What follows belongs to an exercise in optimizing a design on an open flow for small area; a production flow would make more cautious choices.
Only simulation tests tie the RTL to the original design; equivalence was not proved.
The clock port is modelled as an ideal driver; clocking choices that lean on that would not hold on a real chip.
Power figures rest on the tool's default switching activity, not on a simulated workload.

==> flow/run.sh <==
#!/bin/bash
# synth_recipe.tcl (not shown) runs the flow's synth.tcl, then flattens the netlist and writes it again
# the make line also repeats each setting of config.mk as NAME=value (left out here)
make -C /OpenROAD-flow-scripts/flow DESIGN_CONFIG=/design/flow/config.mk WORK_HOME=/design/flow/orfs CLKGATE_MAP_FILE= SYNTH_SCRIPT=/design/flow/synth_recipe.tcl finish
==> flow/config.mk <==
export PLATFORM = sky130hd
export DESIGN_NAME = uart_top
export DESIGN_NICKNAME = uart_top
export VERILOG_FILES = /design/flow/design.v
export SDC_FILE = /design/flow/constraint.sdc
export NUM_CORES = 4
export LEC_CHECK = 0
export CAP_MARGIN = 20
export CORE_MARGIN = 2
export CORE_UTILIZATION = 40
export CTS_BUF_LIST = sky130_fd_sc_hd__clkbuf_4
export CTS_CLUSTER_DIAMETER = 100
export CTS_CLUSTER_SIZE = 30
export SLEW_MARGIN = 20
==> flow/constraint.sdc <==
create_clock -name core_clock -period 10.0 [get_ports {clk}]
set_input_delay 2.0000 -clock core_clock [delete_from_list [all_inputs] [get_ports {clk}]]
set_output_delay 2.0000 -clock core_clock [all_outputs]
set_load 0.01 [all_outputs]
==> flow/design.v <==
module uart_top (
    input  wire          clk,
    input  wire          rst,
    input  wire          rx,
    output reg           tx,
    output reg  [ 7:0]   addr_o,
    output reg           wen_o,
    output reg  [ 7:0]   wdata_o,
    output reg           ren_o,
    input  wire [ 7:0]   rdata_i,
    output wire          req_o,
    input  wire          gnt_i
);
    reg [11:0] bcnt;
    reg        ce16;
    wire       bwrap = (bcnt >= 12'd2981);
    always @(posedge clk) begin
        if (rst) begin
            bcnt <= 12'd0;
            ce16 <= 1'b0;
        end else begin
            bcnt <= bwrap ? bcnt - 12'd2981 : bcnt + 12'd144;
            ce16 <= bwrap;
        end
    end
    reg [1:0] sync;
    reg [3:0] rcnt;
    reg [3:0] rs;
    reg [7:0] rbuf;
    reg       rnext;
    wire      rbusy   = ~(rs[3] & rs[0]);
    wire      rlast   = rs[3] & ~rs[0];
    wire      ce1_mid = (rcnt == 4'd7) & ce16;
    wire      ce1     = (rcnt == 4'd15) & ce16;
    always @(posedge clk) sync <= {sync[0], rx};
    always @(posedge clk) begin
        if (rst) begin
            rcnt <= 4'd0;
        end else if (ce16) begin
            if (rbusy | ~sync[1]) rcnt <= rcnt + 4'd1;
            else                  rcnt <= 4'd0;
        end
    end
    always @(posedge clk) begin
        if (rst)          rs <= 4'd9;
        else if (ce1_mid) rs <= rbusy ? rs + 4'd1 : 4'd0;
    end
    always @(posedge clk) begin
        if (rbusy & ce1_mid) rbuf <= {sync[1], rbuf[7:1]};
    end
    always @(posedge clk) begin
        if (rst) rnext <= 1'b0;
        else     rnext <= rlast & ce1;
    end
    wire [7:0] rxd = rbuf;
    reg [3:0] ts;
    reg [3:0] tcnt;
    reg [7:0] tbuf;
    reg       next2tx;
    wire      t_idle   = ~ts[3] & ~ts[2] & (ts[1] ^ ts[0]);
    wire      tx_end_p = ~ts[3] & ~ts[2] & ~ts[1] & ts[0];
    wire      tce1     = (tcnt == 4'd15) & ce16;
    wire      t_stop   = (ts == 4'd0);
    wire      t_idle_n = t_idle ? ~next2tx : (t_stop & tce1);
    always @(posedge clk) begin
        if (rst)         ts <= 4'd2;
        else if (t_idle) ts <= next2tx ? 4'd7 : 4'd2;
        else if (tce1)   ts <= ts + 4'd1;
    end
    always @(posedge clk) begin
        if (t_idle)    tcnt <= 4'd0;
        else if (ce16) tcnt <= tcnt + 4'd1;
    end
    always @(posedge clk) begin
        if (rst)         tx <= 1'b1;
        else if (ts[3])  tx <= tbuf[ts[2:0]];
        else             tx <= ~ts[2];
    end
    localparam [3:0] M_IDLE  = 4'b0000,
                     M_WH1   = 4'b0001,
                     M_DATA  = 4'b0010,
                     M_EOL   = 4'b0011,
                     M_WH2R  = 4'b0100,
                     M_WH2W  = 4'b0101,
                     M_ADDRR = 4'b0110,
                     M_ADDRW = 4'b0111,
                     M_CMD   = 4'b1000,
                     M_ADRHX = 4'b1001,
                     M_ADRLX = 4'b1010,
                     M_LENX  = 4'b1011,
                     M_BDATA = 4'b1100,
                     M_ADRHW = 4'b1101,
                     M_ADRLW = 4'b1110,
                     M_LENW  = 4'b1111;
    localparam [2:0] T_IDLE = 3'd0,
                     T_HI   = 3'd1,
                     T_LO   = 3'd2,
                     T_CR   = 3'd3,
                     T_LF   = 3'd4;
    reg [3:0] m;
    reg [7:0] data_param;
    reg [7:0] addr_param;
    reg [7:0] cnt;
    reg       bin_read_op;
    reg       auto_inc;
    reg       send_stat;
    reg       write_req;
    reg       read_req;
    reg       read_done;
    reg       read_done_s;
    reg [7:0] read_data_s;
    reg [2:0] tsm;
    wire is_crlf  = (rxd == 8'h0d) | (rxd == 8'h0a);
    wire is_white = (rxd == 8'h20) | (rxd == 8'h09);
    wire is_hex   = ((rxd >= 8'h30) & (rxd <= 8'h39)) |
                    ((rxd >= 8'h41) & (rxd <= 8'h46)) |
                    ((rxd >= 8'h61) & (rxd <= 8'h66));
    wire is_r     = (rxd == 8'h72) | (rxd == 8'h52);
    wire is_w     = (rxd == 8'h77) | (rxd == 8'h57);
    wire [3:0] nib = rxd[6] ? rxd[3:0] + 4'd9 : rxd[3:0];
    wire st_idle = (m == M_IDLE);
    wire st_wh1  = (m == M_WH1);
    wire st_data = (m == M_DATA);
    wire st_wh2  = (m[3:1] == 3'b010);
    wire st_addr = (m[3:1] == 3'b011);
    wire st_cmd  = (m == M_CMD);
    wire st_adrl = m[3] & m[1] & ~m[0];
    wire st_len  = m[3] & m[1] & m[0];
    wire st_bd   = (m == M_BDATA);
    wire wpath   = m[3] & m[2];
    wire last    = (cnt == 8'd1);
    wire addr_end = st_addr & rnext & ~is_hex;
    always @(posedge clk) begin
        if (rst) begin
            m <= M_IDLE;
        end else if (rnext) begin
            case (m)
                M_IDLE:
                    if (rxd == 8'h00)  m <= M_CMD;
                    else if (is_r)     m <= M_WH2R;
                    else if (is_w)     m <= M_WH1;
                    else if (is_crlf)  m <= M_IDLE;
                    else               m <= M_EOL;
                M_WH1:
                    if (is_white)      m <= M_WH1;
                    else if (is_hex)   m <= M_DATA;
                    else if (is_crlf)  m <= M_IDLE;
                    else               m <= M_EOL;
                M_DATA:
                    if (is_hex)        m <= M_DATA;
                    else if (is_white) m <= M_WH2W;
                    else if (is_crlf)  m <= M_IDLE;
                    else               m <= M_EOL;
                M_WH2R, M_WH2W:
                    if (is_white)      m <= m;
                    else if (is_hex)   m <= {3'b011, m[0]};
                    else if (is_crlf)  m <= M_IDLE;
                    else               m <= M_EOL;
                M_ADDRR, M_ADDRW:
                    if (is_hex)        m <= m;
                    else if (is_crlf)  m <= M_IDLE;
                    else               m <= M_EOL;
                M_EOL:
                    if (is_crlf)       m <= M_IDLE;
                M_CMD:
                    if (rxd[5:4] == 2'b00)      m <= M_IDLE;
                    else if (rxd[5:4] == 2'b10) m <= M_ADRHW;
                    else                        m <= M_ADRHX;
                M_ADRHX: m <= M_ADRLX;
                M_ADRLX: m <= M_LENX;
                M_LENX:  m <= M_IDLE;
                M_ADRHW: m <= M_ADRLW;
                M_ADRLW: m <= M_LENW;
                M_LENW:  m <= M_BDATA;
                M_BDATA: if (last) m <= M_IDLE;
            endcase
        end
    end
    always @(posedge clk) begin
        if (rst)
            bin_read_op <= 1'b0;
        else if (st_cmd & rnext & (rxd[5:4] == 2'b01))
            bin_read_op <= 1'b1;
        else if (bin_read_op & tx_end_p & last)
            bin_read_op <= 1'b0;
    end
    always @(posedge clk) begin
        if (st_cmd & rnext) begin
            send_stat <= rxd[0];
            auto_inc  <= ~rxd[1];
        end
    end
    always @(posedge clk) begin
        if (st_wh1 & rnext & is_hex)
            data_param <= {4'h0, nib};
        else if (st_data & rnext & is_hex)
            data_param <= {data_param[3:0], nib};
    end
    always @(posedge clk) begin
        if (st_wh2 & rnext & is_hex)
            addr_param <= {4'h0, nib};
        else if (st_addr & rnext & is_hex)
            addr_param <= {addr_param[3:0], nib};
        else if (st_adrl & rnext)
            addr_param <= rxd;
    end
    always @(posedge clk) begin
        if (rst)
            cnt <= 8'd0;
        else if (st_len & rnext)
            cnt <= rxd;
        else if ((st_bd & rnext) | (bin_read_op & tx_end_p))
            cnt <= cnt - 8'd1;
    end
    always @(posedge clk) begin
        if (rst) begin
            write_req <= 1'b0;
            wen_o     <= 1'b0;
            wdata_o   <= 8'h00;
        end else if (addr_end & m[0]) begin
            write_req <= 1'b1;
            wdata_o   <= data_param;
        end else if (st_bd & rnext) begin
            write_req <= 1'b1;
            wdata_o   <= rxd;
        end else if (gnt_i & write_req) begin
            wen_o     <= 1'b1;
            write_req <= 1'b0;
        end else begin
            wen_o     <= 1'b0;
        end
    end
    wire rd_next = bin_read_op & tx_end_p & ~last;
    always @(posedge clk) begin
        if (rst) begin
            ren_o    <= 1'b0;
            read_req <= 1'b0;
        end else if ((addr_end & ~m[0]) | (bin_read_op & st_len & rnext) | rd_next) begin
            read_req <= 1'b1;
        end else if (gnt_i & read_req) begin
            ren_o    <= 1'b1;
            read_req <= 1'b0;
        end else begin
            ren_o    <= 1'b0;
        end
    end
    assign req_o = write_req | read_req;
    always @(posedge clk) begin
        if (rst)
            addr_o <= 8'h00;
        else if (addr_end | (st_len & rnext))
            addr_o <= addr_param;
        else if (auto_inc & (rd_next | (wpath & wen_o)))
            addr_o <= addr_o + 8'd1;
    end
    always @(posedge clk) begin
        if (rst) begin
            read_done   <= 1'b0;
            read_done_s <= 1'b0;
        end else begin
            read_done   <= ren_o;
            read_done_s <= read_done;
        end
    end
    always @(posedge clk) begin
        if (read_done) read_data_s <= rdata_i;
    end
    wire [3:0] tx_nib  = (tsm == T_HI) ? read_data_s[3:0] : read_data_s[7:4];
    wire [7:0] tx_char = (tx_nib < 4'd10) ? {4'h3, tx_nib} : {4'h3, tx_nib} + 8'd7;
    wire stat_send = (send_stat & bin_read_op & tx_end_p & last) |
                     (send_stat & wpath & rnext & last) |
                     (st_cmd & rnext & (rxd[5:4] == 2'b00));
    reg       send;
    reg [7:0] sdata;
    always @(*) begin
        send  = 1'b0;
        sdata = 8'h5a;
        case (tsm)
            T_IDLE:
                if (read_done_s) begin
                    send  = 1'b1;
                    sdata = bin_read_op ? read_data_s : tx_char;
                end else if (stat_send) begin
                    send  = 1'b1;
                    sdata = 8'h5a;
                end
            T_HI: begin
                send  = tx_end_p;
                sdata = tx_char;
            end
            T_LO: begin
                send  = tx_end_p;
                sdata = 8'h0d;
            end
            T_CR: begin
                send  = tx_end_p;
                sdata = 8'h0a;
            end
            default: ;
        endcase
    end
    always @(posedge clk) begin
        if (rst) begin
            tsm     <= T_IDLE;
            next2tx <= 1'b0;
        end else begin
            next2tx <= send;
            case (tsm)
                T_IDLE: if (read_done_s & ~bin_read_op) tsm <= T_HI;
                T_HI:   if (tx_end_p) tsm <= T_LO;
                T_LO:   if (tx_end_p) tsm <= T_CR;
                T_CR:   if (tx_end_p) tsm <= T_LF;
                default: if (tx_end_p) tsm <= T_IDLE;
            endcase
        end
    end
    always @(posedge clk) begin
        if (send & t_idle_n) tbuf <= sdata;
    end
endmodule
==> flow_metrics.env, run 1 <==
export IMPL_routed_wl_um=13500
export IMPL_crit_buf_inv=1
export IMPL_r2r_slack_ps=6920
export IMPL_viasPerCell=5.52
export IMPL_fin_ws_ps=6350
export IMPL_startpoint_type="flip-flop"
export IMPL_dp_hpwl_um=9460
export IMPL_grt_max_degree=60
export IMPL_rr_endpoint="data_param[3]"
export IMPL_antenna_found_initial=0
export IMPL_die_h_um=125
export IMPL_die_area_um2=15600
export IMPL_area_delta_synth_final_pct=10.6
export IMPL_rsz0062_at_grt="no"
export IMPL_clk_path_buf_depth=2
export IMPL_synth_edff_count=34
export IMPL_yosys_register_bits=114
export IMPL_fillCellCount=1359
export IMPL_h_tree_depth=4
export IMPL_grtUsageTotal_pct=17.9
export IMPL_syn_inst=644
export IMPL_ff2ff_path_depth=6
export IMPL_fmax_mhz=274
export IMPL_finClkSkew_ps=12.8
export IMPL_hold_viol=0
export IMPL_max_slew_margin_pct=42.6
export IMPL_r2r_start="rbuf[1]"
export IMPL_seq_area_frac_synth_pct=44.9
export IMPL_critPathLaunch="write_req"
export IMPL_clk_pin_slew_ps=90
export IMPL_die_w_um=125
export IMPL_sw_frac_of_total_pct=22.9
export IMPL_crit_cells=2
export IMPL_start_util_pct=40.6
export IMPL_synthArstFlopShare_pct=0
export IMPL_drv_cap=0
export IMPL_syn_area_um2=5840
export IMPL_setup_worst_path_end="req_o"
export IMPL_endpoint_kind="output pin"
export IMPL_crit_family="buffers and inverters"
export IMPL_cp_required_ps=8000
export IMPL_setup_viol=0
export IMPL_seqPwrFrac_pct=60.3
export IMPL_ant_nets=0
export IMPL_grt_overflow=0
export IMPL_drive_gt1_share_pct=6.71
export IMPL_dr_pass1_iters=5
export IMPL_worstPathArrival_ps=1650
export IMPL_ctsResizeCount=0
export IMPL_cellPowerDensity_nw_per_um2=124
export IMPL_worst_slew_pin_slew_ps=859
export IMPL_vias=4721
export IMPL_status="finished clean"
export IMPL_grt_pass1_vias=4559
export IMPL_cts_sinks=114
export IMPL_pwr_share_clk_pct=36.0
export IMPL_synth_flop_cell="dfxtp_1"
export IMPL_timing_final_crit_share_pct=36.5
export IMPL_io_buffers=31
export IMPL_avgSynthCellArea_um2=9.07
export IMPL_remaining_drc_errors=0
export IMPL_nets=687
export IMPL_synth_cell_type_count=70
export IMPL_drt_iter0_markers=413
export IMPL_place_ws_ps=6680
export IMPL_cp_cell_sequence="or2_2, clkdlybuf4s50_1"
export IMPL_fin_setup_tns_ps=0
export IMPL_synth_fp_nets=673
export IMPL_wire_per_inst_um=15.7
export IMPL_place_gp_congestion=0.911
export IMPL_rows=44
export IMPL_power_leakage_uw=0.00232
export IMPL_p_int_uw=618
export IMPL_critPathMaxFanout=3
export IMPL_p_sw_uw=184
export IMPL_combPwrFrac_pct=3.7
export IMPL_ir_drop_uv=48.9
export IMPL_clk_latency_ps=540
export IMPL_io_pins=32
export IMPL_core_um2=14400
export IMPL_cts_setup_buffers=0
export IMPL_fin_crit_ps=3650
export IMPL_n_antenna_cell=0
export IMPL_cts_root_buf="clkbuf_4"
export IMPL_crit_path_top_delay_cell="clkdlybuf4s50_1"
export IMPL_cpPeakStageDelay_ps=480
export IMPL_grt_pass1_wl_um=22600
export IMPL_path_class="flip-flop to output pin"
export IMPL_finalMaxSlewViolations=0
export IMPL_cts_buffers=17
export IMPL_hold_class="flip-flop to flip-flop"
export IMPL_ys_warn_count=1
export IMPL_hold_buffers=0
export IMPL_cts_tree="built"
[synth_stat cells (all sizes together), types with 10 or more instances]
| master | number | area share [%] |
|---|---|---|
| a211oi | 26 | 3.8 |
| a21oi | 44 | 3.8 |
| clkbuf | 29 | 1.9 |
| dfxtp | 80 | 27 |
| edfxtp | 34 | 17 |
| ha | 17 | 3.6 |
| inv | 21 | 1.4 |
| mux2i | 19 | 3.3 |
| nand2 | 60 | 3.9 |
| nand3 | 28 | 2.4 |
| nor2 | 82 | 5.3 |
| nor2b | 10 | 1.2 |
| nor3 | 11 | 0.94 |
| o21ai | 35 | 3.0 |
| xnor2 | 19 | 2.9 |
| xor2 | 16 | 2.4 |
[metrics by stage]
step | utilization, % | cell area [um^2] | std cells | hold WS [ps] | power (uW)
floorplan | - | 5840 | 644 | 310 | 513
global placement | 43.3 | 6230 | 823 | 314 | 523
detailed placement | 43.3 | 6230 | 823 | 316 | 524
CTS | 44.9 | 6460 | 855 | 340 | 814
global route | 44.9 | 6460 | 855 | 353 | 839
finish | 44.9 | 6460 | 855 | 334 | 802
[how the worst min path moves through the flow]
stage,start,end,slack [ps],depth (start not counted)
6_report,sync[0],sync[1],330,0
5_1_grt,sync[0],sync[1],350,0
4_1_cts,sync[0],sync[1],340,0
3_5_place_dp,sync[0],sync[1],320,0
3_3_place_gp,sync[0],sync[1],310,0
2_1_floorplan,sync[0],sync[1],310,0
[cells in the final DEF, fill, tap and decap left out, types with 4 or more instances in the layout]
cell type / count
mux2i_1: 19
nand4_1: 6
nor2_1: 81
nor4_1: 4
nand3b_1: 6
xor2_1: 16
o21ai_0: 27
o21ai_1: 8
inv_1: 21
xnor2_1: 19
o2111ai_1: 4
nor2b_1: 9
nand2b_1: 5
clkdlybuf4s50_1: 30
clkinv_1: 8
a211oi_1: 22
nor3_1: 11
a31oi_1: 8
clkbuf_4: 21
nor3b_1: 4
a21oi_1: 44
dfxtp_1: 80
nand2_1: 60
and3_1: 7
o211ai_1: 5
edfxtp_1: 34
and2_1: 5
nand3_1: 28
or3_1: 4
ha_1: 17
[state kept, by name, summed over array words and instances, names as in the netlist, 2 cells and up]
signal	count
addr_o	8
addr_param	8
bcnt	12
cnt	8
data_param	8
m	4
rbuf	8
rcnt	4
read_data_s	8
rs	4
sync	2
tbuf	8
tcnt	4
ts	4
tsm	3
wdata_o	8
[logic make-up (layout without fill, tap and decap cells)]
family                   count (synthesis)  after routing  synth area share (%)
XOR/XNOR                                35             35                  5.25
adder cells (fa/ha/maj)                 17             17                  3.64
AO/OA/AOI/OAI                          152            152                  17.2
flip-flops                             114            114                  44.9
buffers and inverters                   58             85                  3.96
AND/OR/NAND/NOR                        244            244                  20.4
multiplexers                            24             24                  4.61
[power by group through the flow]
| stage | Sequential, uW | Combinational, uW | Clock [uW] |
|---|---|---|---|
| after floorplan | 492 | 21.4 | 0 |
| after global placement | 494 | 28.9 | 0 |
| after detailed placement | 494 | 29.8 | 0 |
| after CTS | 484 | 30.1 | 301 |
| after global routing | 485 | 33.2 | 321 |
| final | 484 | 29.8 | 288 |
[cell type report]
type,instances,area [um^2],area share [%]
flip-flops and latches,114,2620,40.6
multi-input cells,472,2980,46.2
clock inverters,11,70.1,1.09
well taps,184,230,3.57
clock buffers,21,158,2.44
repair buffers,32,313,4.84
inverters,21,78.8,1.22
[routing by layer]
layer	vias up	track usage, %	part of all wire, %
met5	-	0	0
met4	0	7.58	2.1
met3	26	4.64	4.1
met2	100	28.6	47
met1	2252	23.1	46
li1	2343	-	-
==> run 2, diff against run 1 <==
--- a/flow/config.mk
+++ b/flow/config.mk
@@ -10,5 +10,2 @@
 export CORE_UTILIZATION = 40
-export CTS_BUF_LIST = sky130_fd_sc_hd__clkbuf_4
-export CTS_CLUSTER_DIAMETER = 100
-export CTS_CLUSTER_SIZE = 30
 export SLEW_MARGIN = 20
==> flow_metrics.env, run 2 <==
export IMPL_layout_commonest_cell="nor2_1"
export IMPL_cts_root_buf="clkbuf_16"
export IMPL_clk_pin_slew_ps=50
export IMPL_syn_area_um2=5840
export IMPL_drive_gt1_share_pct=6.56
export IMPL_hold_class="flip-flop to flip-flop"
export IMPL_yosys_area_share_xor_xnor_pct=5.25
export IMPL_crit_path_top_delay_cell="clkdlybuf4s50_1"
export IMPL_synth_compound_area_share_pct=17.2
export IMPL_cts_sinks=114
export IMPL_endpoint_kind="output pin"
export IMPL_critPathMaxFanout=3
export IMPL_place_gp_congestion=0.911
export IMPL_die_h_um=125
export IMPL_grt_pass1_vias=4563
export IMPL_io_pins=32
export IMPL_die_w_um=125
export IMPL_viasPerCell=5.49
export IMPL_ctsResizeCount=0
export IMPL_top_register="bcnt"
export IMPL_cts_tree="built"
export IMPL_cp_required_ps=8000
export IMPL_syn_inst=644
export IMPL_avgSynthCellArea_um2=9.07
export IMPL_drt_iter0_markers=354
export IMPL_synthTopCellsByArea="dfxtp_1 27%, edfxtp_1 17%, nor2_1 5.2%"
export IMPL_fin_crit_ps=3510
export IMPL_cpPeakStageDelay_ps=480
export IMPL_synthSimpleGateAreaFrac_pct=20.4
export IMPL_n_antenna_cell=0
export IMPL_nets=687
export IMPL_finalMaxSlewViolations=0
export IMPL_synth_area_mux_share_pct=4.61
export IMPL_die_area_um2=15600
export IMPL_fin_util_pct=47.1
export IMPL_start_util_pct=40.6
export IMPL_grtUsageTotal_pct=18.2
export IMPL_yosys_register_bits=114
export IMPL_crit_family="buffers and inverters"
export IMPL_cellPowerDensity_nw_per_um2=157
export IMPL_drv_cap=0
export IMPL_core_um2=14400
export IMPL_final_cell_mix="81 x nor2_1, 80 x dfxtp_1, 60 x nand2_1"
export IMPL_antenna_found_initial=0
export IMPL_area_delta_synth_final_pct=15.9
export IMPL_max_slew_margin_pct=42.3
export IMPL_synthArstFlopShare_pct=0
export IMPL_yosys_top_cells_count="81 x nor2_1, 80 x dfxtp_1, 60 x nand2_1"
export IMPL_worst_slew_pin_slew_ps=862
export IMPL_synth_cell_type_count=70
export IMPL_yosysMostFrequentCell="nor2_1"
export IMPL_cp_cell_sequence="or2_2, clkdlybuf4s50_1"
export IMPL_dr_pass1_iters=4
export IMPL_timing_final_crit_share_pct=35.1
export IMPL_rsz0062_at_grt="no"
export IMPL_grt_overflow=0
export IMPL_synth_largest_area_cell="dfxtp_1"
export IMPL_startpoint_type="flip-flop"
export IMPL_status="finished clean"
export IMPL_grt_pass1_wl_um=22800
export IMPL_fmax_mhz=285
export IMPL_crit_buf_inv=1
export IMPL_h_tree_depth=4
export IMPL_synth_edff_count=34
export IMPL_routed_wl_um=13600
export IMPL_remaining_drc_errors=0
export IMPL_dp_hpwl_um=9460
export IMPL_hold_viol=0
export IMPL_largest_register_ffs=12
export IMPL_io_buffers=31
export IMPL_clk_path_buf_depth=2
export IMPL_synthAdderAreaFrac_pct=3.64
export IMPL_synth_top_family_by_area="simple AND/OR/NAND/NOR gates"
export IMPL_finClkSkew_ps=6.88
export IMPL_worstPathArrival_ps=1510
export IMPL_synth_flop_cell="dfxtp_1"
export IMPL_netlist_area_leader_share_pct=27.4
export IMPL_clk_latency_ps=420
export IMPL_path_class="flip-flop to output pin"
export IMPL_setup_viol=0
export IMPL_synth_fp_nets=673
export IMPL_hold_buffers=0
export IMPL_seq_area_frac_synth_pct=44.9
export IMPL_ant_nets=0
export IMPL_power_leakage_uw=0.00245
export IMPL_vias=4693
export IMPL_wire_per_inst_um=15.9
export IMPL_ir_drop_uv=118
export IMPL_fin_setup_tns_ps=0
export IMPL_rows=44
export IMPL_grt_max_degree=60
export IMPL_cts_setup_buffers=0
export IMPL_cts_buffers=17
export IMPL_ys_warn_count=1
run 2: cell count changes in the layout (fill, tap and decap cells not counted), sizes merged:
cell	previous run	this run
clkbuf	21	24
clkinv	10	7
run 2: power breakdown:
group / leakage (uW) / total, uW / internal (uW) / switching [uW]
Sequential: 0.000948 / 485 / 479 / 6.18
Clock: 0.000266 / 549 / 355 / 194
Combinational: 0.00124 / 29.7 / 13.8 / 16.0
run 2: worst reg2reg max path, cell delays in order (launching register included):
cell       delay [ps]
edfxtp_1          450
inv_1             210
ha_1              280
o21bai_1          100
a2111oi_0         760
o211ai_1          350
nor3_1            570
run 2: metal layers:
metal  global-route usage (%)  vias to the layer above  part of all wire, %
met2                     28.8                       95                   48
li1                         -                     2347                    -
met1                     23.3                     2229                   46
met5                        0                        -                    0
met3                     4.94                       22                  4.2
met4                     7.84                        0                  1.8
run 2: final timing paths:
kind / slack, ps / cells past startpoint / start / endpoint
worst max-delay path: 6490 / 2 / write_req / req_o
worst min-delay path: 320 / 0 / sync[0] / sync[1]
worst max register to register: 6920 / 6 / rbuf[1] / data_param[0]
worst min register to register: 320 / 0 / sync[0] / sync[1]
run 2: kinds of logic (layout without fill, tap and decap cells):
kind of cell             count (synthesis)  after routing
XOR/XNOR                                35             35
buffers and inverters                   58             85
AND/OR/NAND/NOR                        244            244
AO/OA/AOI/OAI                          152            152
multiplexers                            24             24
flip-flops                             114            114
adder cells (fa/ha/maj)                 17             17
run 2: layout make-up:
class | instances | area [um^2]
fill | 1319 | 7600
multi-input combinational | 472 | 2980
sequential | 114 | 2620
clock buffer | 24 | 482
timing repair buffer | 32 | 313
tap | 184 | 230
inverter | 21 | 78.8
clock inverter | 8 | 58.8
run 2: through the flow:
stage / hold slack [ps] / instance area (um^2) / instances / power, uW / setup slack (ps)
floorplan: 310 / 5840 / 644 / 513 / 7220
detailed placement: 316 / 6230 / 823 / 524 / 6680
CTS: 328 / 6770 / 855 / 1080 / 6460
global placement: 314 / 6230 / 823 / 523 / 6730
global route: 341 / 6770 / 855 / 1100 / 6440
finish: 324 / 6770 / 855 / 1060 / 6490
==> run 3, diff against run 2 <==
--- a/flow/design.v
+++ b/flow/design.v
@@ -21,3 +21,3 @@
         end else begin
-            bcnt <= bwrap ? bcnt - 12'd2981 : bcnt + 12'd144;
+            bcnt <= bcnt + (bwrap ? 12'd1115 : 12'd144);
             ce16 <= bwrap;
==> flow/flow/run.sh (new file) <==
#!/bin/bash
# Standard ORFS layout (standard.sh) with two knobs passed through the environment:
#  - port buffers use the smallest buffer cell
#  - clock tree: larger sink clusters and no dummy loads
set -euo pipefail
export BUFFER_PORTS_ARGS="-buffer_cell sky130_fd_sc_hd__buf_1"
export CTS_ARGS="-sink_clustering_enable -repair_clock_nets -dont_use_dummy_load -buf_list sky130_fd_sc_hd__clkbuf_8 -sink_clustering_size 40 -sink_clustering_max_diameter 200"
bash standard.sh > standard.log 2>&1
==> flow/standard.sh (new file) <==
#!/bin/bash
# synth_recipe.tcl (not shown) runs the flow's synth.tcl, then flattens the netlist and writes it again
# the make line also repeats each setting of config.mk as NAME=value (left out here)
make -C /OpenROAD-flow-scripts/flow DESIGN_CONFIG=/design/flow/config.mk WORK_HOME=/design/flow/orfs CLKGATE_MAP_FILE= SYNTH_SCRIPT=/design/flow/synth_recipe.tcl "${@:-finish}"
removed: flow/run.sh
==> flow_metrics.env, run 3 <==
export IMPL_cts_buffers=17
export IMPL_worstPathArrival_ps=1160
export IMPL_hold_buffers=0
export IMPL_yosys_register_bits=114
export IMPL_synth_compound_area_share_pct=16.7
export IMPL_synthAdderAreaFrac_pct=4.48
export IMPL_cp_cell_sequence="or2_2, buf_1"
export IMPL_timing_final_crit_share_pct=31.6
export IMPL_drt_iter0_markers=258
export IMPL_max_slew_margin_pct=48.3
export IMPL_synth_cell_type_count=75
export IMPL_synth_largest_area_cell="dfxtp_1"
export IMPL_synthArstFlopShare_pct=0
export IMPL_r2r_slack_ps=6850
export IMPL_seq_area_frac_synth_pct=45.6
export IMPL_fmax_mhz=317
export IMPL_io_buffers=31
export IMPL_place_ws_ps=6500
export IMPL_wire_per_inst_um=15.7
export IMPL_synth_fp_nets=628
export IMPL_routed_wl_um=12500
export IMPL_cts_root_buf="clkbuf_8"
export IMPL_syn_area_um2=5750
export IMPL_fin_setup_tns_ps=0
export IMPL_fin_crit_ps=3160
export IMPL_clk_pin_slew_ps=60
export IMPL_grt_overflow=0
export IMPL_drv_cap=0
export IMPL_hold_class="flip-flop to flip-flop"
export IMPL_syn_inst=596
export IMPL_start_util_pct=41.2
export IMPL_finalMaxSlewViolations=0
export IMPL_rows=43
export IMPL_top_register="bcnt"
export IMPL_cp_required_ps=8000
export IMPL_avgSynthCellArea_um2=9.64
export IMPL_dr_pass1_iters=5
export IMPL_place_gp_congestion=0.892
export IMPL_cts_setup_buffers=0
export IMPL_nets=646
export IMPL_ys_warn_count=1
export IMPL_cellPowerDensity_nw_per_um2=131
export IMPL_netlist_area_leader_share_pct=27.9
export IMPL_path_class="flip-flop to output pin"
export IMPL_grt_pass1_wl_um=20600
export IMPL_final_cell_mix="80 x dfxtp_1, 59 x nor2_1, 41 x a21oi_1"
export IMPL_area_delta_synth_final_pct=7.75
export IMPL_grtUsageTotal_pct=17.4
export IMPL_remaining_drc_errors=0
export IMPL_rr_endpoint="bcnt[10]"
export IMPL_clk_path_buf_depth=2
export IMPL_setup_viol=0
export IMPL_synth_flop_cell="dfxtp_1"
export IMPL_setup_worst_path_end="req_o"
export IMPL_ant_nets=0
export IMPL_critPathMaxFanout=3
export IMPL_io_pins=32
export IMPL_crit_path_top_delay_cell="dfxtp_1"
export IMPL_die_h_um=124
export IMPL_yosysMostFrequentCell="dfxtp_1"
export IMPL_clk_latency_ps=430
export IMPL_synth_area_mux_share_pct=4.83
export IMPL_cpPeakStageDelay_ps=320
export IMPL_grt_max_degree=53
export IMPL_synth_top_family_by_area="simple AND/OR/NAND/NOR gates"
export IMPL_endpoint_kind="output pin"
export IMPL_vias=4412
export IMPL_dp_hpwl_um=8330
export IMPL_drive_gt1_share_pct=7.35
export IMPL_ctsResizeCount=0
export IMPL_cts_tree="built"
export IMPL_startpoint_type="flip-flop"
export IMPL_finClkSkew_ps=22.5
export IMPL_ir_drop_uv=80.0
export IMPL_die_area_um2=15300
export IMPL_synthTopCellsByArea="dfxtp_1 28%, edfxtp_1 18%, ha_1 4.1%"
export IMPL_largest_register_ffs=12
export IMPL_r2r_start="bcnt[1]"
export IMPL_yosys_top_cells_count="80 x dfxtp_1, 59 x nor2_1, 41 x a21oi_1"
export IMPL_hold_viol=0
export IMPL_layout_commonest_cell="dfxtp_1"
export IMPL_synthSimpleGateAreaFrac_pct=18.8
export IMPL_rsz0062_at_grt="no"
export IMPL_fin_ws_ps=6840
export IMPL_fillCellCount=1324
export IMPL_whs_ps=330
export IMPL_worst_slew_pin_slew_ps=775
export IMPL_core_um2=13900
export IMPL_ff2ff_path_depth=14
export IMPL_viasPerCell=5.57
export IMPL_die_w_um=124
export IMPL_yosys_area_share_xor_xnor_pct=5.94
export IMPL_cts_sinks=114
export IMPL_synth_edff_count=34
export IMPL_critPathLaunch="write_req"
export IMPL_power_leakage_uw=0.00227
export IMPL_antenna_found_initial=0
export IMPL_grt_pass1_vias=4211
export IMPL_status="finished clean"
export IMPL_n_antenna_cell=0
export IMPL_h_tree_depth=4
## run 3: power breakdown
part	leakage, uW	switching (uW)	internal, uW
logic	0.00120	14.7	10.3
registers	0.000948	5.55	478
clock network	0.000122	153	148
total	0.00227	173	637
## run 3: worst min-delay path by stage
stage | cells after the start | to | startpoint | slack, ps
floorplan | 0 | sync[1] | sync[0] | 310
CTS | 0 | sync[1] | sync[0] | 330
global route | 0 | sync[1] | sync[0] | 330
finish | 0 | sync[1] | sync[0] | 330
global placement | 0 | sync[1] | sync[0] | 310
detailed placement | 0 | sync[1] | sync[0] | 310
## run 3: kinds of logic (layout without fill, tap and decap cells)
logic type,count (synthesis),count (layout)
and+or+nand+nor,203,203
AOI/OAI and AO/OA,144,144
muxes,25,25
DFF,114,114
xor gates and xnor gates,39,39
adders and majority gates,20,20
buffers and inverters,51,67
## run 3: critical path, delay by kind of cell (launching register included)
kind,cells,cell delay (ps)
buffers and inverters,1,130
AND/OR/NAND/NOR,1,290
flip-flops,1,320
## run 3: through the flow
step	total power (uW)	util [%]	cells	cell area (um^2)
2_1_floorplan	512	-	596	5750
3_3_place_gp	517	42.8	775	5960
3_5_place_dp	518	42.8	775	5960
4_1_cts	822	44.4	792	6190
5_1_grt	844	44.4	792	6190
6_report	810	44.4	792	6190
## run 3: final cells by class
| cell class | count | area, um^2 | area share (%) |
|---|---|---|---|
| Tap cell | 180 | 225 | 3.64 |
| Multi-Input combinational cell | 431 | 2920 | 47.1 |
| Sequential cell | 114 | 2620 | 42.3 |
| Inverter | 17 | 63.8 | 1.03 |
| Clock buffer | 17 | 234 | 3.78 |
| Timing Repair Buffer | 33 | 133 | 2.14 |
## run 3: per-layer routing
| layer | up-vias | part of all wire (%) | global-route usage [%] |
|---|---|---|---|
| met5 | - | 0 | 0 |
| met4 | 0 | 2.0 | 8.03 |
| met3 | 20 | 5.3 | 4.99 |
| met2 | 105 | 45 | 26.3 |
| met1 | 2106 | 48 | 22.9 |
| li1 | 2181 | - | - |
==> run 4, diff against run 3 <==
==> flow/flow/run.sh (replaced) <==
#!/bin/bash
# The standard ORFS layout (standard.sh), with these changes passed to it through the
# environment:
#  - port buffers use the smallest buffer cell (buf_1);
#  - the clock tree is built by flow/myclk.tcl (run as ORFS's PRE_CTS hook): the clock port
#    drives one root buffer that drives a 2x2 grid of leaf clock buffers, each driving the
#    flip-flops of its region; TritonCTS then finds no net left to buffer.
# The make output goes to standard.log; ORFS's per-step logs are under orfs/logs/.
set -euo pipefail
HERE=$(cd "$(dirname "$0")" && pwd)
export BUFFER_PORTS_ARGS="-buffer_cell sky130_fd_sc_hd__buf_1"
export PRE_CTS_TCL="$HERE/myclk.tcl"
export CTS_ARGS="-clk_nets clk -dont_use_dummy_load"
export MYCLK_NCOL=2 MYCLK_NROW=2 MYCLK_CELL=sky130_fd_sc_hd__clkbuf_16 MYCLK_ROOT=sky130_fd_sc_hd__clkbuf_4
bash standard.sh > standard.log 2>&1
==> flow/flow/myclk.tcl (new file) <==
# Manual clock buffering (run as the PRE_CTS hook): the clock port drives one root buffer,
# which drives NCOL x NROW leaf clock buffers, each driving the flip-flops of one region.
proc envor {name def} { expr {[info exists ::env($name)] ? $::env($name) : $def} }
set ncol [envor MYCLK_NCOL 2]
set nrow [envor MYCLK_NROW 2]
set lcell [envor MYCLK_CELL sky130_fd_sc_hd__clkbuf_16]
set rcell [envor MYCLK_ROOT sky130_fd_sc_hd__clkbuf_4]
set block [ord::get_db_block]
set db [ord::get_db]
set clknet [$block findNet clk]
set sinks {}
foreach it [$clknet getITerms] {
  set loc [[$it getInst] getLocation]
  lappend sinks [list [lindex $loc 0] [lindex $loc 1] $it]
}
set root [odb::dbInst_create $block [$db findMaster $rcell] clkbuf_root]
set rnet [odb::dbNet_create $block clknet_root]
$rnet setSigType CLOCK
[$root findITerm A] connect $clknet
[$root findITerm X] connect $rnet
set sinks [lsort -integer -index 0 $sinks]
set n [llength $sinks]
set percol [expr {int(ceil(double($n) / $ncol))}]
set rx 0; set ry 0; set nl 0
for {set c 0} {$c < $ncol} {incr c} {
  set col [lsort -integer -index 1 [lrange $sinks [expr {$c * $percol}] [expr {($c + 1) * $percol - 1}]]]
  set m [llength $col]
  set perrow [expr {int(ceil(double($m) / $nrow))}]
  for {set r 0} {$r < $nrow} {incr r} {
    set grp [lrange $col [expr {$r * $perrow}] [expr {($r + 1) * $perrow - 1}]]
    if {[llength $grp] == 0} { continue }
    set name "clkbuf_leaf_${c}_${r}"
    set inst [odb::dbInst_create $block [$db findMaster $lcell] $name]
    set net [odb::dbNet_create $block "clknet_leaf_${c}_${r}"]
    $net setSigType CLOCK
    set sx 0; set sy 0
    foreach s $grp {
      set it [lindex $s 2]
      $it disconnect
      $it connect $net
      set sx [expr {$sx + [lindex $s 0]}]; set sy [expr {$sy + [lindex $s 1]}]
    }
    [$inst findITerm A] connect $rnet
    [$inst findITerm X] connect $net
    set cx [expr {$sx / [llength $grp]}]; set cy [expr {$sy / [llength $grp]}]
    $inst setLocation $cx $cy
    $inst setPlacementStatus PLACED
    set rx [expr {$rx + $cx}]; set ry [expr {$ry + $cy}]; incr nl
    puts "clock buffer $name ($lcell) drives [llength $grp] sinks at $cx $cy"
  }
}
$root setLocation [expr {$rx / $nl}] [expr {$ry / $nl}]
$root setPlacementStatus PLACED
--- a/flow/config.mk
+++ b/flow/config.mk
@@ -9,3 +9,3 @@
 export CORE_MARGIN = 2
-export CORE_UTILIZATION = 40
+export CORE_UTILIZATION = 65
 export SLEW_MARGIN = 20
==> flow_metrics.env, run 4 <==
export IMPL_setup_worst_path_end="req_o"
export IMPL_hold_viol=0
export IMPL_ys_warn_count=1
export IMPL_yosys_top_cells_count="80 x dfxtp_1, 59 x nor2_1, 41 x a21oi_1"
export IMPL_syn_area_um2=5750
export IMPL_avgSynthCellArea_um2=9.64
export IMPL_crit_path_top_delay_cell="dfxtp_1"
export IMPL_die_w_um=98.0
export IMPL_wire_per_inst_um=16.9
export IMPL_hold_buffers=0
export IMPL_final_cell_mix="80 x dfxtp_1, 59 x nor2_1, 41 x a21oi_1"
export IMPL_finalMaxSlewViolations=0
export IMPL_power_leakage_uw=0.00220
export IMPL_synth_largest_area_cell="dfxtp_1"
export IMPL_timing_final_crit_share_pct=32.4
export IMPL_rows=34
export IMPL_path_class="flip-flop to output pin"
export IMPL_routed_wl_um=12000
export IMPL_ant_nets=0
export IMPL_grt_max_degree=53
export IMPL_drv_cap=0
export IMPL_viasPerCell=6.19
export IMPL_finClkSkew_ps=11.6
export IMPL_regArea_um2=2620
export IMPL_die_h_um=98.0
export IMPL_status="finished clean"
export IMPL_area_delta_synth_final_pct=3.98
export IMPL_worst_slew_pin_slew_ps=838
export IMPL_remaining_drc_errors=0
export IMPL_synthTopCellsByArea="dfxtp_1 28%, edfxtp_1 18%, ha_1 4.1%"
export IMPL_io_pins=32
export IMPL_start_util_pct=66.6
export IMPL_grtUsageTotal_pct=24.8
export IMPL_fmax_mhz=309
export IMPL_ir_drop_uv=134
export IMPL_drt_iter0_markers=370
export IMPL_r2r_slack_ps=6810
export IMPL_dp_hpwl_um=8360
export IMPL_worstPathArrival_ps=1240
export IMPL_synth_fp_nets=628
export IMPL_yosysMostFrequentCell="dfxtp_1"
export IMPL_rr_endpoint="bcnt[8]"
export IMPL_layout_commonest_cell="dfxtp_1"
export IMPL_cellPowerDensity_nw_per_um2=120
export IMPL_fin_crit_ps=3240
export IMPL_n_antenna_cell=0
export IMPL_clk_pin_slew_ps=110
export IMPL_yosys_register_bits=114
export IMPL_drive_gt1_share_pct=5.50
export IMPL_min_path_cells=0
export IMPL_grt_pass1_wl_um=20200
export IMPL_seq_area_frac_synth_pct=45.6
export IMPL_endpoint_kind="output pin"
export IMPL_top_register="bcnt"
export IMPL_ctsResizeCount=0
export IMPL_vias=4383
export IMPL_io_buffers=31
export IMPL_largest_register_ffs=12
export IMPL_synthArstFlopShare_pct=0
export IMPL_cp_cell_sequence="or2_2, buf_1"
export IMPL_netlist_area_leader_share_pct=27.9
export IMPL_nets=634
export IMPL_startpoint_type="flip-flop"
export IMPL_setup_viol=0
export IMPL_grt_pass1_vias=4091
export IMPL_finalNonFillerCells=708
export IMPL_cpPeakStageDelay_ps=350
export IMPL_cp_required_ps=8000
export IMPL_critPathLaunch="write_req"
export IMPL_max_slew_margin_pct=44.1
export IMPL_cts_setup_buffers=0
export IMPL_ff2ff_path_depth=14
export IMPL_syn_inst=596
export IMPL_hold_class="flip-flop to flip-flop"
export IMPL_grt_overflow=0
export IMPL_clk_latency_ps=460
export IMPL_antenna_found_initial=0
export IMPL_place_gp_congestion=0.947
export IMPL_synth_edff_count=34
export IMPL_fillCellCount=684
export IMPL_die_area_um2=9610
export IMPL_fin_setup_tns_ps=0
export IMPL_dr_pass1_iters=6
export IMPL_r2r_start="bcnt[1]"
export IMPL_synth_cell_type_count=75
export IMPL_multi_input_area_um2=2920
export IMPL_synth_flop_cell="dfxtp_1"
export IMPL_core_um2=8640
export IMPL_dp_cells=703
export IMPL_critPathMaxFanout=3
export IMPL_rsz0062_at_grt="no"
[run 4: report_power, final]
| group | total (uW) | switching, uW | internal, uW |
|---|---|---|---|
| registers | 483 | 5.96 | 477 |
| clock network | 209 | 132 | 76.7 |
| logic | 25.4 | 15.1 | 10.3 |
| total | 718 | 153 | 564 |
[run 4: metrics by stage]
stage | setup slack, ps | hold WS (ps) | utilization, % | total power (uW) | instance area [um^2]
floorplan | 6980 | 310 | - | 512 | 5750
global placement | 6610 | 354 | 68.0 | 518 | 5870
detailed placement | 6550 | 346 | 68.0 | 519 | 5870
CTS | 6550 | 346 | 69.2 | 675 | 5980
global route | 6510 | 366 | 69.2 | 738 | 5980
finish | 6760 | 362 | 69.2 | 718 | 5980
[run 4: layout make-up]
type	instances	area share, %
plain buffers	5	1.80
flip-flops and latches	114	43.9
repair buffers	33	2.22
multi-input cells	431	48.8
well taps	108	2.26
inverters	17	1.07
[run 4: layer usage]
metal | global-route usage, % | share of wire, % | vias to the layer above
li1 | - | - | 2161
met1 | 38.1 | 49 | 2098
met2 | 40.4 | 45 | 111
met3 | 1.22 | 4.6 | 13
met4 | 2.88 | 1.2 | 0
met5 | 0 | 0 | -
[run 4: worst max-delay path: cells and delay by family (launching register included)]
kind                   cells  cell delay [ps]
and+or+nand+nor            1              300
buffers and inverters      1              130
DFF                        1              350
[run 4: worst min path at each step]
stage	from	endpoint	slack, ps
after global placement	sync[0]	sync[1]	350
after CTS	sync[0]	sync[1]	350
after floorplan	sync[0]	sync[1]	310
after detailed placement	sync[0]	sync[1]	350
final	sync[0]	sync[1]	360
after global routing	sync[0]	sync[1]	370
[run 4: kinds of logic after synthesis]
kind of cell,Yosys count,synth area share (%)
adder cells (fa/ha/maj),20,4.48
multiplexers,25,4.83
AO/OA/AOI/OAI,144,16.7
buffers and inverters,51,3.68
XOR/XNOR,39,5.94
AND/OR/NAND/NOR,203,18.8
flip-flops,114,45.6
==> run 5, diff against run 4 <==
--- a/flow/flow/run.sh
+++ b/flow/flow/run.sh
@@ -1,4 +1,6 @@
 #!/bin/bash
-# The standard ORFS layout (standard.sh), with these changes passed to it through the
-# environment:
+# The standard ORFS layout (standard.sh), with these changes:
+#  - synthesis: flow/synth.tcl, which is synth_recipe.tcl with ABC mapping the combinational
+#    logic for area (flow/area.abc) instead of for speed; the flip-flops are mapped as in the
+#    standard synthesis;
 #  - port buffers use the smallest buffer cell (buf_1);
@@ -10,2 +12,3 @@
 HERE=$(cd "$(dirname "$0")" && pwd)
+export MY_ABC_SCRIPT="$HERE/area.abc"
 export BUFFER_PORTS_ARGS="-buffer_cell sky130_fd_sc_hd__buf_1"
@@ -14,2 +17,2 @@
 export MYCLK_NCOL=2 MYCLK_NROW=2 MYCLK_CELL=sky130_fd_sc_hd__clkbuf_16 MYCLK_ROOT=sky130_fd_sc_hd__clkbuf_4
-bash standard.sh > standard.log 2>&1
+bash standard.sh SYNTH_SCRIPT="$HERE/synth.tcl" finish > standard.log 2>&1
==> flow/flow/area.abc (new file) <==
&get -n
&deepsyn -T 60
&dch
&nf -R 1000
&put
topo
==> flow/flow/synth.tcl (new file) <==
# The standard synthesis script (synth_recipe.tcl), except that ABC maps the combinational
# logic with flow/area.abc instead of ORFS's speed script. Everything else, the flip-flop
# mapping included, is unchanged, so the registers keep their names and cell types.
proc synth {args} { yosys synth -nofsm -noshare {*}$args }
proc abc {args} {
  set i [lsearch -exact $args -script]
  if {$i >= 0} { set args [lreplace $args [expr {$i + 1}] [expr {$i + 1}] $::env(MY_ABC_SCRIPT)] }
  yosys abc {*}$args
}
source $::env(SCRIPTS_DIR)/synth.tcl
# left out here: clear keep_hierarchy, flatten, clean up, hide names made inside functions, write 1_2_yosys.v
==> flow_metrics.env, run 5 <==
export IMPL_met1_usage_pct=37.0
export IMPL_status="finished clean"
export IMPL_viasPerCell=6.11
export IMPL_fin_crit_ps=3710
export IMPL_finalMaxSlewViolations=0
export IMPL_yosys_register_bits=114
export IMPL_dp_hpwl_um=8020
export IMPL_power_leakage_uw=0.00203
export IMPL_fin_ws_ps=6290
export IMPL_finClkSkew_ps=9.58
export IMPL_io_buffers=31
export IMPL_grt_pass1_vias=3917
export IMPL_synth_fp_nets=576
export IMPL_hold_buffers=0
export IMPL_synth_flop_cell="dfxtp_1"
export IMPL_nets=615
export IMPL_cp_required_ps=10360
export IMPL_ant_nets=0
export IMPL_worstPathArrival_ps=4070
export IMPL_path_class="flip-flop to flip-flop"
export IMPL_syn_inst=544
export IMPL_timing_final_crit_share_pct=37.1
export IMPL_synth_edff_count=34
export IMPL_fmax_mhz=270
export IMPL_core_um2=7690
export IMPL_antenna_found_initial=0
export IMPL_ctsResizeCount=0
export IMPL_busiest_layer="met2"
export IMPL_area_delta_synth_final_pct=7.11
export IMPL_finalNonFillerCells=683
export IMPL_synthArstFlopShare_pct=0
export IMPL_ir_drop_uv=153
export IMPL_grt_use_met3_pct=1.22
export IMPL_cellPowerDensity_nw_per_um2=130
export IMPL_start_util_pct=66.9
export IMPL_seq_area_frac_synth_pct=51.0
export IMPL_ys_warn_count=1
export IMPL_drv_cap=0
export IMPL_wire_per_inst_um=16.0
export IMPL_synth_cell_type_count=53
export IMPL_grt_overflow=0
export IMPL_dp_cells=678
export IMPL_setup_viol=0
export IMPL_critPathMaxFanout=6
export IMPL_dr_pass1_iters=6
export IMPL_hold_class="flip-flop to flip-flop"
export IMPL_largest_register_ffs=12
export IMPL_netlist_area_leader_share_pct=31.2
export IMPL_hold_viol=0
export IMPL_remaining_drc_errors=0
export IMPL_top_register="bcnt"
export IMPL_yosys_top_cells_count="80 x dfxtp_1, 80 x nor2_1, 59 x nand2_1"
export IMPL_max_slew_margin_pct=36.2
export IMPL_n_antenna_cell=0
export IMPL_fillCellCount=619
export IMPL_drt_iter0_markers=254
export IMPL_worst_slew_pin_slew_ps=949
export IMPL_clk_latency_ps=440
export IMPL_place_ws_ps=6250
export IMPL_drive_gt1_share_pct=1.38
export IMPL_postLayoutCellArea_um2=5510
export IMPL_endpoint_kind="flip-flop"
export IMPL_io_pins=32
export IMPL_vias=4176
export IMPL_grt_use_met2_pct=42.9
export IMPL_grtUsageTotal_pct=25.3
export IMPL_avgSynthCellArea_um2=9.45
export IMPL_postPlaceCellArea_um2=5400
export IMPL_die_h_um=92.9
export IMPL_die_w_um=92.9
export IMPL_rsz0062_at_grt="no"
export IMPL_startpoint_type="flip-flop"
export IMPL_rows=32
export IMPL_fin_setup_tns_ps=0
export IMPL_synthTopCellsByArea="dfxtp_1 31%, edfxtp_1 20%, nor2_1 5.8%"
export IMPL_grt_max_degree=50
export IMPL_final_cell_mix="80 x nor2_1, 80 x dfxtp_1, 59 x nand2_1"
export IMPL_clk_pin_slew_ps=110
export IMPL_grt_pass1_wl_um=18100
export IMPL_place_gp_congestion=0.884
export IMPL_die_area_um2=8640
export IMPL_routed_wl_um=10900
export IMPL_syn_area_um2=5140
export IMPL_cts_setup_buffers=0
export IMPL_synth_largest_area_cell="dfxtp_1"
==> run 5: changes by cell type in the layout (fill, tap and decap cells not counted), moves of 15 or more <==
cell      before  now
clkinv_1       0   19
inv_1         17    0
nand2_1       39   59
nor2_1        59   80
nor3_1         6   23
xor2_1        19    4
==> run 5: path summary, 6_finish.rpt <==
| check | slack [ps] | from | end | cells after the start |
|---|---|---|---|---|
| setup reg to reg | 6290 | bcnt[1] | bcnt[10] | 16 |
| hold / removal | 360 | sync[0] | sync[1] | 0 |
| setup / recovery | 6290 | bcnt[1] | bcnt[10] | 16 |
| hold reg to reg | 360 | sync[0] | sync[1] | 0 |
==> run 5: routing by layer <==
metal | vias to the layer above | wire, um
met4 | 0 | 182
met3 | 12 | 503
met2 | 116 | 5110
met5 | - | 0
li1 | 2065 | -
met1 | 1983 | 5120
==> run 5: worst max-delay path: stages, from the launching register on <==
cell,delay [ps]
dfxtp_1,360
o21ai_0,160
nand2_1,70
a21oi_1,150
nor2_1,60
o21ai_0,300
clkinv_1,310
ha_1,300
fa_1,440
and3_1,170
or3_1,350
and3_1,210
o21ai_0,150
nand2b_1,90
and2_0,190
and3_1,190
nor3_1,150
==> run 5: kinds of logic after synthesis <==
group	synth area share, %
compound gates	16.3
xor+xnor	2.22
fa+ha+maj	5.01
buf+inv	1.39
flops	51.0
mux	1.58
simple gates	22.5
==> run 5: per-stage QoR <==
stage | hold slack (ps) | total power, uW | util [%]
final | 365 | 715 | 71.6
after global routing | 367 | 741 | 71.6
after CTS | 347 | 676 | 71.6
after floorplan | 310 | 509 | -
after global placement | 318 | 518 | 70.1
after detailed placement | 347 | 520 | 70.2
==> run 5: power breakdown <==
group | switching [uW] | internal, uW | total (uW)
registers | 4.71 | 480 | 485
logic | 15.2 | 9.47 | 24.6
clock network | 129 | 76.8 | 206
total | 149 | 566 | 715
==> run 5: final cells by class <==
type / count / area (um^2) / area share [%]
buffer: 5 / 108 / 1.95
sequential: 114 / 2620 / 47.6
timing repair buffer: 32 / 125 / 2.27
tap: 102 / 128 / 2.32
multi-input combinational: 411 / 2450 / 44.5
inverter: 19 / 71.3 / 1.30
==> run 6, diff against run 5 <==
--- a/flow/design.v
+++ b/flow/design.v
@@ -14,12 +14,7 @@
     reg [11:0] bcnt;
-    reg        ce16;
     wire       bwrap = (bcnt >= 12'd2981);
+    wire       ce16  = (bcnt < 12'd144);
     always @(posedge clk) begin
-        if (rst) begin
-            bcnt <= 12'd0;
-            ce16 <= 1'b0;
-        end else begin
-            bcnt <= bcnt + (bwrap ? 12'd1115 : 12'd144);
-            ce16 <= bwrap;
-        end
+        if (rst) bcnt <= 12'd3125;
+        else     bcnt <= bcnt + (bwrap ? 12'd1115 : 12'd144);
     end
@@ -27,7 +22,6 @@
     reg [3:0] rcnt;
-    reg [3:0] rs;
-    reg [7:0] rbuf;
+    reg       rbusy;
+    reg [8:0] rsr;
     reg       rnext;
-    wire      rbusy   = ~(rs[3] & rs[0]);
-    wire      rlast   = rs[3] & ~rs[0];
+    wire      rlast   = rsr[0];
     wire      ce1_mid = (rcnt == 4'd7) & ce16;
@@ -44,7 +38,9 @@
     always @(posedge clk) begin
-        if (rst)          rs <= 4'd9;
-        else if (ce1_mid) rs <= rbusy ? rs + 4'd1 : 4'd0;
+        if (rst)
+            rbusy <= 1'b0;
+        else if (ce1_mid)
+            rbusy <= ~rbusy | ~rlast;
     end
     always @(posedge clk) begin
-        if (rbusy & ce1_mid) rbuf <= {sync[1], rbuf[7:1]};
+        if (ce1_mid) rsr <= rbusy ? {sync[1], rsr[8:1]} : 9'h100;
     end
@@ -52,5 +48,5 @@
         if (rst) rnext <= 1'b0;
-        else     rnext <= rlast & ce1;
+        else     rnext <= rbusy & rlast & ce1;
     end
-    wire [7:0] rxd = rbuf;
+    wire [7:0] rxd = rsr[8:1];
     reg [3:0] ts;
--- a/flow/flow/run.sh
+++ b/flow/flow/run.sh
@@ -7,3 +7,3 @@
 #  - the clock tree is built by flow/myclk.tcl (run as ORFS's PRE_CTS hook): the clock port
-#    drives one root buffer that drives a 2x2 grid of leaf clock buffers, each driving the
+#    drives one root buffer that drives a 3x2 grid of leaf clock buffers, each driving the
 #    flip-flops of its region; TritonCTS then finds no net left to buffer.
@@ -16,3 +16,3 @@
 export CTS_ARGS="-clk_nets clk -dont_use_dummy_load"
-export MYCLK_NCOL=2 MYCLK_NROW=2 MYCLK_CELL=sky130_fd_sc_hd__clkbuf_16 MYCLK_ROOT=sky130_fd_sc_hd__clkbuf_4
+export MYCLK_NCOL=3 MYCLK_NROW=2 MYCLK_CELL=sky130_fd_sc_hd__clkbuf_8 MYCLK_ROOT=sky130_fd_sc_hd__clkbuf_4
 bash standard.sh SYNTH_SCRIPT="$HERE/synth.tcl" finish > standard.log 2>&1
==> flow_metrics.env, run 6 <==
export IMPL_hold_buffers=0
export IMPL_status="finished clean"
export IMPL_synthArstFlopShare_pct=0
export IMPL_endpoint_kind="output pin"
export IMPL_combPwrFrac_pct=20.7
export IMPL_io_buffers=31
export IMPL_avgSynthCellArea_um2=9.49
export IMPL_crit_cells=2
export IMPL_die_area_um2=8520
export IMPL_rows=32
export IMPL_min_path_cells=0
export IMPL_synth_fp_nets=565
export IMPL_syn_area_um2=5070
export IMPL_fin_ws_ps=6830
export IMPL_synth_edff_count=35
export IMPL_yosys_register_bits=111
export IMPL_timing_final_crit_share_pct=31.7
export IMPL_grt_max_degree=42
export IMPL_p_sw_uw=254
export IMPL_grt_pass1_vias=3802
export IMPL_fillCellCount=604
export IMPL_seqPwrFrac_pct=58.5
export IMPL_clk_latency_ps=440
export IMPL_startpoint_type="flip-flop"
export IMPL_top_register="bcnt"
export IMPL_synth_flop_cell="dfxtp_1"
export IMPL_ctsResizeCount=0
export IMPL_drv_cap=0
export IMPL_die_w_um=92.3
export IMPL_cellPowerDensity_nw_per_um2=164
export IMPL_drt_iter0_markers=206
export IMPL_crit_path_top_delay_cell="dfxtp_1"
export IMPL_yosysMostFrequentCell="dfxtp_1"
export IMPL_wire_per_inst_um=15.5
export IMPL_layout_commonest_cell="dfxtp_1"
export IMPL_p_int_uw=635
export IMPL_hold_viol=0
export IMPL_area_delta_synth_final_pct=7.21
export IMPL_finalMaxSlewViolations=0
export IMPL_place_gp_congestion=0.884
export IMPL_pwr_share_clk_pct=20.9
export IMPL_grt_use_met2_pct=42.3
export IMPL_grt_overflow=0
export IMPL_viasPerCell=5.97
export IMPL_fin_setup_tns_ps=0
export IMPL_remaining_drc_errors=0
export IMPL_start_util_pct=66.3
export IMPL_critPathMaxFanout=3
export IMPL_ir_drop_uv=134
export IMPL_grtUsageTotal_pct=24.5
export IMPL_power_total_uw=889
export IMPL_cp_required_ps=8000
export IMPL_place_ws_ps=6430
export IMPL_seq_area_frac_synth_pct=50.7
export IMPL_busiest_layer="met2"
export IMPL_synthTopCellsByArea="dfxtp_1 30%, edfxtp_1 21%, ha_1 4.4%"
export IMPL_ys_warn_count=1
export IMPL_worst_slew_pin_slew_ps=886
export IMPL_routed_wl_um=10500
export IMPL_hold_class="flip-flop to flip-flop"
export IMPL_power_leakage_uw=0.00201
export IMPL_die_h_um=92.3
export IMPL_n_antenna_cell=0
export IMPL_setup_viol=0
export IMPL_clk_pin_slew_ps=120
export IMPL_syn_inst=534
export IMPL_synth_largest_area_cell="dfxtp_1"
export IMPL_synth_cell_type_count=49
export IMPL_cts_setup_buffers=0
export IMPL_crit_buf_inv=1
export IMPL_fin_crit_ps=3170
export IMPL_netlist_area_leader_share_pct=30.0
export IMPL_sw_frac_of_total_pct=28.6
export IMPL_drive_gt1_share_pct=2.08
export IMPL_yosys_top_cells_count="76 x dfxtp_1, 56 x nor2_1, 55 x nand2_1"
export IMPL_io_pins=32
export IMPL_vias=4051
export IMPL_reg_top3="bcnt x12, rsr x9"
export IMPL_path_class="flip-flop to output pin"
export IMPL_postPlaceCellArea_um2=5350
export IMPL_crit_family="flip-flops"
export IMPL_ff2ff_path_depth=12
export IMPL_met1_usage_pct=34.3
export IMPL_fmax_mhz=316
export IMPL_antenna_found_initial=0
export IMPL_dp_hpwl_um=7620
export IMPL_postLayoutCellArea_um2=5440
export IMPL_cpPeakStageDelay_ps=340
export IMPL_nets=609
export IMPL_core_um2=7650
export IMPL_largest_register_ffs=12
export IMPL_grt_pass1_wl_um=17600
export IMPL_rsz0062_at_grt="no"
export IMPL_dr_pass1_iters=4
export IMPL_finClkSkew_ps=17.1
export IMPL_cp_cell_sequence="or2_0, buf_1"
export IMPL_grt_use_met3_pct=2.12
export IMPL_max_slew_margin_pct=40.5
export IMPL_final_cell_mix="76 x dfxtp_1, 56 x nor2_1, 55 x nand2_1"
export IMPL_ant_nets=0
export IMPL_whs_ps=338
export IMPL_worstPathArrival_ps=1170
-- run 6: changes by cell type after synthesis, sizes merged, moves of 6 or more --
cell    change
nor2       -24
nand2b     +10
a222oi      +8
o21ai       +7
and2        +6
clkinv      +6
-- run 6: layer usage --
layer,wire length [um],vias up
met4,108,0
met3,588,11
li1,-,2039
met5,0,-
met1,4680,1901
met2,5120,100
-- run 6: cells by family after synthesis --
| family | Yosys count | synth area share (%) |
|---|---|---|
| and+or+nand+nor | 229 | 22.2 |
| buffers and inverters | 25 | 1.85 |
| DFF | 111 | 50.7 |
| AOI/OAI and AO/OA | 128 | 16.3 |
| muxes | 7 | 1.43 |
| xor gates and xnor gates | 15 | 2.59 |
| adders and majority gates | 19 | 4.84 |
-- run 6: final timing paths --
path | endpoint | slack (ps) | from
max | req_o | 6830 | write_req
min | sync[1] | 340 | sync[0]
max reg2reg | wdata_o[3] | 6840 | rsr[1]
min reg2reg | sync[1] | 340 | sync[0]
-- run 6: per-stage QoR --
stage	utilization, %	std cells
after floorplan	-	534
after global placement	69.9	671
after detailed placement	69.9	671
after CTS	71.1	678
after global routing	71.1	678
final	71.1	678
-- run 6: power by group through the flow --
stage          Sequential, uW  Combinational (uW)  Clock [uW]
6_report                  520                 184         185
5_1_grt                   524                 219         207
4_1_cts                   530                 184         135
3_5_place_dp              530                 183           0
3_3_place_gp              528                 172           0
2_1_floorplan             523                 145           0
-- run 6: layout make-up --
type	instances	area, um^2	share of cell area (%)
buffer	7	90.1	1.66
sequential	111	2570	47.3
tap	102	128	2.35
timing repair buffer	35	148	2.72
multi-input combinational	398	2400	44.2
inverter	25	93.8	1.73
==> run 7, diff against run 6 <==
--- a/flow/design.v
+++ b/flow/design.v
@@ -14,7 +14,12 @@
     reg [11:0] bcnt;
+    reg        ce16;
     wire       bwrap = (bcnt >= 12'd2981);
-    wire       ce16  = (bcnt < 12'd144);
     always @(posedge clk) begin
-        if (rst) bcnt <= 12'd3125;
-        else     bcnt <= bcnt + (bwrap ? 12'd1115 : 12'd144);
+        if (rst) begin
+            bcnt <= 12'd0;
+            ce16 <= 1'b0;
+        end else begin
+            bcnt <= bcnt + (bwrap ? 12'd1115 : 12'd144);
+            ce16 <= bwrap;
+        end
     end
--- a/flow/flow/run.sh
+++ b/flow/flow/run.sh
@@ -3,4 +3,5 @@
 #  - synthesis: flow/synth.tcl, which is synth_recipe.tcl with ABC mapping the combinational
-#    logic for area (flow/area.abc) instead of for speed; the flip-flops are mapped as in the
-#    standard synthesis;
+#    logic for area (flow/area.abc) instead of for speed, and with ADDER_MAP_FILE empty, so
+#    that adders go to ABC as plain logic instead of to full/half-adder cells; the
+#    flip-flops are mapped as in the standard synthesis;
 #  - port buffers use the smallest buffer cell (buf_1);
@@ -17,2 +18,2 @@
 export MYCLK_NCOL=3 MYCLK_NROW=2 MYCLK_CELL=sky130_fd_sc_hd__clkbuf_8 MYCLK_ROOT=sky130_fd_sc_hd__clkbuf_4
-bash standard.sh SYNTH_SCRIPT="$HERE/synth.tcl" finish > standard.log 2>&1
+bash standard.sh SYNTH_SCRIPT="$HERE/synth.tcl" ADDER_MAP_FILE= finish > standard.log 2>&1
==> flow_metrics.env, run 7 <==
export IMPL_antenna_found_initial=0
export IMPL_synthArstFlopShare_pct=0
export IMPL_synthTopCellsByArea="dfxtp_1 32%, edfxtp_1 22%, nor2_1 6.0%"
export IMPL_netlist_area_leader_share_pct=32.4
export IMPL_ant_nets=0
export IMPL_place_gp_congestion=0.972
export IMPL_nets=561
export IMPL_drt_iter0_markers=262
export IMPL_grt_overflow=0
export IMPL_grtUsageTotal_pct=25.0
export IMPL_worstPathArrival_ps=3570
export IMPL_startpoint_type="input pin"
export IMPL_rsz0062_at_grt="no"
export IMPL_path_class="input pin to flip-flop"
export IMPL_vias=3868
export IMPL_ir_drop_uv=145
export IMPL_setup_viol=0
export IMPL_dp_cells=639
export IMPL_grt_pass1_wl_um=16100
export IMPL_postLayoutCellArea_um2=5100
export IMPL_rows=31
export IMPL_cts_setup_buffers=0
export IMPL_clk_pin_slew_ps=110
export IMPL_endpoint_kind="flip-flop"
export IMPL_status="finished clean"
export IMPL_syn_inst=507
export IMPL_fmax_mhz=315
export IMPL_yosys_top_cells_count="77 x dfxtp_1, 76 x nor2_1, 64 x nand2_1"
export IMPL_cp_cell_sequence="buf_1, buf_4, nor2_1, nand2_1, a21oi_1, o21ai_0, nand2_1"
export IMPL_grt_max_degree=35
export IMPL_die_h_um=89.5
export IMPL_n_antenna_cell=0
export IMPL_clk_latency_ps=450
export IMPL_ctsResizeCount=0
export IMPL_synth_edff_count=35
export IMPL_cpPeakStageDelay_ps=550
export IMPL_io_pins=32
export IMPL_power_total_uw=668
export IMPL_hold_buffers=0
export IMPL_fin_util_pct=71.0
export IMPL_start_util_pct=66.2
export IMPL_area_delta_synth_final_pct=7.27
export IMPL_grt_pass1_vias=3384
export IMPL_cp_required_ps=10400
export IMPL_yosysMostFrequentCell="dfxtp_1"
export IMPL_fin_setup_tns_ps=0
export IMPL_hold_viol=0
export IMPL_synth_fp_nets=519
export IMPL_synth_largest_area_cell="dfxtp_1"
export IMPL_die_w_um=89.5
export IMPL_final_cell_mix="77 x dfxtp_1, 76 x nor2_1, 64 x nand2_1"
export IMPL_timing_final_crit_share_pct=31.8
export IMPL_routed_wl_um=9950
export IMPL_remaining_drc_errors=0
export IMPL_synth_cell_type_count=43
export IMPL_core_um2=7180
export IMPL_cellPowerDensity_nw_per_um2=131
export IMPL_io_buffers=31
export IMPL_drive_gt1_share_pct=1.83
export IMPL_avgSynthCellArea_um2=9.37
export IMPL_crit_top_cell="nand2_1"
export IMPL_seq_area_frac_synth_pct=54.6
export IMPL_max_slew_margin_pct=33.2
export IMPL_viasPerCell=5.99
export IMPL_finClkSkew_ps=14.7
export IMPL_reg_top3="bcnt x12, rsr x9"
export IMPL_wire_per_inst_um=15.4
export IMPL_top_register="bcnt"
export IMPL_layout_commonest_cell="dfxtp_1"
export IMPL_die_area_um2=8010
export IMPL_crit_path_top_delay_cell="nor2_1"
export IMPL_largest_register_ffs=12
export IMPL_finalMaxSlewViolations=0
export IMPL_power_leakage_uw=0.00183
export IMPL_hold_class="flip-flop to flip-flop"
export IMPL_worst_slew_pin_slew_ps=995
export IMPL_yosys_register_bits=112
export IMPL_finalNonFillerCells=646
export IMPL_dr_pass1_iters=5
export IMPL_fin_crit_ps=3180
export IMPL_syn_area_um2=4750
export IMPL_synth_flop_cell="dfxtp_1"
export IMPL_critPathMaxFanout=34
export IMPL_postPlaceCellArea_um2=5010
export IMPL_drv_cap=0
export IMPL_ys_warn_count=1
export IMPL_dp_hpwl_um=7250
-- run 7: cell types whose count changed after synthesis, moves of 6 or more --
| cell | before | now |
|---|---|---|
| a222oi_1 | 8 | 0 |
| clkinv_1 | 25 | 12 |
| nor2_1 | 56 | 76 |
| and3_1 | 8 | 15 |
| ha_1 | 18 | 0 |
| nor3_1 | 26 | 20 |
| a21oi_1 | 43 | 33 |
| nand2_1 | 55 | 64 |
-- run 7: layout make-up --
type,count,area (um^2)
plain buffers,7,90.1
multi-input cells,383,2110
repair buffers,33,131
inverters,12,45.0
flip-flops and latches,112,2590
well taps,99,124
fillers,576,2080
-- run 7: per-layer routing --
layer  track usage (%)  up-vias  part of all wire [%]
met1              38.4     1808                    47
met3              2.68       16                   6.5
li1                  -     1921                     -
met4              3.93        0                   1.7
met5                 0        -                     0
met2              39.3      123                    45
-- run 7: critical path, delay by kind of cell --
family,cells,cell delay (ps)
buffers and inverters,2,320
AO/OA/AOI/OAI,2,290
AND/OR/NAND/NOR,3,960
-- run 7: stage by stage --
stage,worst slack (ps),hold WS (ps)
6_report,6820,342
5_1_grt,6660,362
4_1_cts,6350,317
3_5_place_dp,6350,317
3_3_place_gp,6470,317
2_1_floorplan,7080,310
-- run 7: path summary, 6_finish.rpt --
path / start / endpoint / depth (start not counted) / slack, ps
min: sync[0] / sync[1] / 0 / 340
min reg2reg: sync[0] / sync[1] / 0 / 340
max reg2reg: cnt[2] / addr_o[7] / 11 / 7030
max: rst / addr_o[1] / 7 / 6820
-- run 7: kinds of logic (layout without fill, tap and decap cells) --
| kind of cell | after synthesis | in the layout | share of synthesized area [%] |
|---|---|---|---|
| compound gates | 120 | 120 | 16.4 |
| xor+xnor | 16 | 16 | 2.95 |
| flops | 112 | 112 | 54.6 |
| simple gates | 244 | 244 | 24.3 |
| mux | 3 | 3 | 0.895 |
| buf+inv | 12 | 52 | 0.948 |
-- run 7: power breakdown --
group	internal [uW]	switching (uW)	total [uW]	leakage, uW
sequential	469	2.74	472	0.000928
clock	58.8	123	182	0.0000477
combinational	4.98	9.27	14.2	0.000853
total	533	135	668	0.00183

Re-timed with assumed drivers on the ports (clkbuf_16 on the clock, buf_2 on other inputs), run 7 has 6.830 ns of setup slack against 6.822 ns with ideal ports, and 6.361 ns once port delays also move by the mid clock arrival of 0.470 ns.
